Context: an optimization exercise on an open-source flow, tuned for small area. The choices shown serve that exercise and are no tape-out recipe.
In this exercise RTL edits were held to simulation tests only and were not proved equivalent to the original.
Power and IR drop assume default switching activity.

## run 1
==> flow/design.v <==
module fpga2sdram_test(
  input  wire         clk,
  input  wire         rst,
  input  wire [9:0]   reg_address,
  input  wire         reg_write,
  input  wire         reg_read,
  input  wire [63:0]  reg_writedata,
  input  wire [7:0]   reg_byteenable,
  output wire [63:0]  reg_readdata,
  output wire         reg_waitrequest,
  output wire         reg_readdatavalid,
  output wire [27:0]  sdram0_address,
  output wire [7:0]   sdram0_burstcount,
  output wire         sdram0_write,
  output wire [127:0] sdram0_writedata,
  output wire [15:0]  sdram0_byteenable,
  input  wire         sdram0_waitrequest,
  output wire         irq
);
logic [2:0] takt;
wire        wr_last = reg_write & (takt == 3'd3);
wire        rd_last = reg_read  & takt[2];
always_ff @( posedge clk or posedge rst )
  if( rst )
    takt <= '0;
  else
    if( ( reg_write | reg_read ) & !wr_last & !rd_last )
      takt <= takt + 1'd1;
    else
      takt <= '0;
assign reg_waitrequest   = ( reg_write & !wr_last ) | ( reg_read & !rd_last );
assign reg_readdatavalid = rd_last;
wire [8:0] ridx = reg_address[9:1] + {7'd0, takt[1:0]};
wire       is_ctrl = ( ridx < 9'd5 );
wire [1:0] sidx = ridx[1:0] + 2'd3;    
wire [15:0] wdata = reg_writedata [ takt[1:0]*16 +: 16 ];
wire [1:0]  wbe   = reg_byteenable[ takt[1:0]*2  +: 2  ];
logic [15:0] cr [0:4];
genvar g;
generate
  for( g = 0; g < 5; g = g + 1 )
    begin : g_cr
      wire we = reg_write & ( ridx == g );
      always_ff @( posedge clk or posedge rst )
        if( rst )
          cr[g] <= '0;
        else
          begin
            if( we & wbe[0] )
              cr[g][7:0]  <= wdata[7:0];
            if( we & wbe[1] )
              cr[g][15:8] <= wdata[15:8];
          end
    end
endgenerate
wire [31:0] dma_addr = { cr[2], cr[1] };
wire [31:0] dma_size = { cr[4], cr[3] };
logic        running;
logic [31:0] cycle_cnt;
logic [31:0] data_cnt;
logic [27:0] addr_cnt;
logic ain_d1, ain_d2, ain_d3;
always_ff @( posedge clk or posedge rst )
  if( rst )
    { ain_d3, ain_d2, ain_d1 } <= '0;
  else
    { ain_d3, ain_d2, ain_d1 } <= { ain_d2, ain_d1, cr[0][0] };
wire run_stb = ain_d2 & !ain_d3;
wire [31:0] data_inc = data_cnt + 1'd1;
wire        at_end   = ( data_inc == dma_size );
wire        finished = at_end & !sdram0_waitrequest;
always_ff @( posedge clk or posedge rst )
  if( rst )
    running <= 1'b0;
  else
    if( run_stb )
      running <= 1'b1;
    else
      if( finished )
        running <= 1'b0;
always_ff @( posedge clk or posedge rst )
  if( rst )
    cycle_cnt <= '0;
  else
    if( run_stb )
      cycle_cnt <= '0;
    else
      if( running )
        cycle_cnt <= cycle_cnt + 1'd1;
always_ff @( posedge clk )
  if( !running )
    data_cnt <= '0;
  else
    if( !sdram0_waitrequest & !at_end )
      data_cnt <= data_inc;
always_ff @( posedge clk )
  if( run_stb )
    addr_cnt <= dma_addr[27:0];
  else
    if( !sdram0_waitrequest )
      addr_cnt <= addr_cnt + 1'd1;
logic [15:0] rdata;
always_comb
  if( is_ctrl )
    case( ridx[2:0] )
      3'd0:    rdata = cr[0];
      3'd1:    rdata = cr[1];
      3'd2:    rdata = cr[2];
      3'd3:    rdata = cr[3];
      default: rdata = cr[4];
    endcase
  else
    case( sidx )
      2'd0:    rdata = { 15'd0, running };
      2'd1:    rdata = cycle_cnt[15:0];
      2'd2:    rdata = cycle_cnt[31:16];
      default: rdata = '0;
    endcase
logic [63:0] rd_shift;
always_ff @( posedge clk )
  rd_shift <= { rdata, rd_shift[63:16] };
assign reg_readdata = rd_shift;
assign irq               = finished & running;
assign sdram0_writedata  = { 32'hffffffff, ~data_cnt, 32'h00000000, data_cnt };
assign sdram0_write      = running;
assign sdram0_byteenable = 16'hffff;
assign sdram0_burstcount = 8'd1;
assign sdram0_address    = addr_cnt;
endmodule
clock: 6.0 ns
lec_check: 0
abc_area: 1
cap_margin: 20
core_margin: 2
core_utilization: 40
cts_buf_list: sky130_fd_sc_hd__clkbuf_4
slew_margin: 20
run.sh (not shown) runs the stock make flow with config.mk's settings and CLKGATE_MAP_FILE= SYNTH_SCRIPT=/design/flow/synth_recipe.tcl, a recipe that flattens the netlist after the stock synthesis.
Modified inputs, run 2 compared to run 1
- CTS_BUF_LIST removed (was sky130_fd_sc_hd__clkbuf_4)
- ABC_AREA removed (was 1)
==> flow/flow/run.sh (new file) <==
#!/bin/bash
set -euo pipefail
export BUFFER_PORTS_ARGS="-buffer_cell sky130_fd_sc_hd__buf_1"
export CTS_ARGS="-sink_clustering_enable -repair_clock_nets -dont_use_dummy_load -buf_list sky130_fd_sc_hd__clkbuf_8 -sink_clustering_size 16 -sink_clustering_max_diameter 60"
bash standard.sh finish > standard_flow.log 2>&1
==> flow/standard.sh (new file) <==
#!/bin/bash
# synth_recipe.tcl (not shown) runs the flow's synth.tcl, then flattens the netlist and writes it again
# the make line also repeats each setting of config.mk as NAME=value (left out here)
make -C /OpenROAD-flow-scripts/flow DESIGN_CONFIG=/design/flow/config.mk WORK_HOME=/design/flow/orfs CLKGATE_MAP_FILE= SYNTH_SCRIPT=/design/flow/synth_recipe.tcl "${@:-finish}"
removed: flow/run.sh
Notes after the runs:
Count of buffers added by post-CTS timing repair for setup: run 1 vs run 2 identical. met4 as the uppermost layer routed was reported by run 1, and met5 by run 2. Compared run 2 vs run 1, and combinational cell fraction of total power is down in run 2. The sequential share of layout area of run 2 exceeds that of run 1 by 7.6 points. Going from run 1 to run 2, cell total after placement went down by about 30%; wire length went down by 21%; area after synthesis went down by 6.6%; remaining max-slew budget at the tightest pin went up by 6.6 points; first-pass GRT wire length went down by 15 mm. The internal power consumption of run 2 falls short of that of run 1 by about 30%. Compared with run 1, run 2 shows a lower number of well taps. Between run 1 and run 2, the part of the total power dissipated in the clock network is higher for run 1.
For run 3, these inputs were changed with respect to run 2:
- CTS_BUF_LIST newly set to sky130_fd_sc_hd__clkbuf_4
- ABC_AREA newly set to 1
==> flow/flow/run.sh <==
#!/bin/bash
# Standard layout, with the smallest buffer on every port and no dummy clock loads.
set -euo pipefail
export BUFFER_PORTS_ARGS="-buffer_cell sky130_fd_sc_hd__buf_1"
export CTS_ARGS="-sink_clustering_enable -repair_clock_nets -dont_use_dummy_load -buf_list sky130_fd_sc_hd__clkbuf_4"
bash standard.sh finish > standard_flow.log 2>&1
In run 3 relative to run 2, non-clock inverter count in the final layout had gone up by more than 100%.
Against run 2, run 3 comes in 12 points higher on part of the power in combinational logic.
Changes observed in run 3 relative to run 2: final instance area now sits higher, total power increased by 36% relative to the old numbers, netlist area before placement up 7.0%, overall routing resource usage moved up.
The inputs of run 4 differ from those of run 3 as listed below.
- ABC_AREA no longer set, was 1
- CTS_BUF_LIST no longer set, was sky130_fd_sc_hd__clkbuf_4
==> flow/flow/run.sh <==
#!/bin/bash
set -euo pipefail
export BUFFER_PORTS_ARGS="-buffer_cell sky130_fd_sc_hd__buf_1"
export CTS_ARGS="-sink_clustering_enable -repair_clock_nets -dont_use_dummy_load -buf_list sky130_fd_sc_hd__clkbuf_4 -sink_clustering_size 10 -sink_clustering_max_diameter 50"
bash standard.sh finish > standard_flow.log 2>&1
--- outcome ---
- Global routing usage on met1: run 4 < run 3
- Looking at wire length, run 4 sits about 19% lower than run 3 does.
- [compare] base=run 3 new=run 4: non-clock buffer count shrank by about 2%, pin count of the biggest net entering global routing grew by about 32%, wire length on met1 shrank by 19%, logic gate share of total power shrank by 11 points, time the final worst path needs with I/O delays and setup grew by 0.73 ns.
- Most common cell after layout, fill and taps aside: sky130_fd_sc_hd__buf_1 -> run 4, sky130_fd_sc_hd__nand2_1 -> run 3
- Summary of run 4 over run 3: area after synthesis saw a decrease; worst hold slack held steady; global routing usage summed across all routing layers down 3.4 points; total of clock buffers placed in the layout has decreased.
Changes in run 5 relative to run 4:
==> flow/run.sh (new file) <==
#!/bin/bash
# synth_recipe.tcl (not shown) runs the flow's synth.tcl, then flattens the netlist and writes it again
# the make line also repeats each setting of config.mk as NAME=value (left out here)
make -C /OpenROAD-flow-scripts/flow DESIGN_CONFIG=/design/flow/config.mk WORK_HOME=/design/flow/orfs CLKGATE_MAP_FILE= SYNTH_SCRIPT=/design/flow/synth_recipe.tcl finish
removed: flow/flow/run.sh
removed: flow/standard.sh
[summary]
Run 5 has completed all stages; timing, DRC and antenna checks passed. Comparing count of antenna diodes in the layout for run 4 and run 5, the bigger number came from run 4. met4 as the highest layer used for signal routing was reported by run 5, and met5 by run 4. Route | run 5 vs run 4 | wire longer in run 5. Run 5 vs. run 4: final cell count went up 18, net switching power figure went up.

## port drivers added, routing unchanged
How much do the figures lean on ideal ports? The routed layouts below were timed once more, with nothing changed but the port constraints.
Step 1 (the two cells are an assumption about what drives the block):
set clk [get_ports {clk}]
set_driving_cell -lib_cell sky130_fd_sc_hd__clkbuf_16 $clk
set_driving_cell -lib_cell sky130_fd_sc_hd__buf_2 [delete_from_list [all_inputs] $clk]
Step 2 moves the port delays by t, midway between the first and last clock arrival at a register: inputs arrive t later, outputs are due t later. That takes back most of the time a late clock gives input paths.
Three values: no drivers, after step 1, after step 2; two values: the first two.
| run | t, ns | setup slack, ns | hold WS [ns] | worst setup path at the end | clock arrival spread, ns |
|---|---|---|---|---|---|
| run 1 | 0.705 | 0.896 / 0.846 / 0.936 | 0.325 / 0.325 / 0.325 | input to register | 0.053 / 0.052 |
| run 2 | 0.595 | 0.695 / 0.646 / 1.240 | 0.294 / 0.294 / 0.294 | register to output | 0.057 / 0.057 |
| run 3 | 0.722 | 1.374 / 1.325 / 1.530 | 0.339 / 0.339 / 0.339 | input to register | 0.068 / 0.068 |
| run 4 | 0.667 | 0.642 / 0.592 / 1.259 | 0.341 / 0.341 / 0.341 | register to output | 0.088 / 0.087 |
| run 5 | 0.583 | 0.571 / 0.515 / 1.098 | 0.348 / 0.348 / 0.348 | register to output | 0.010 / 0.010 |
After both steps every run listed still meets setup and hold.
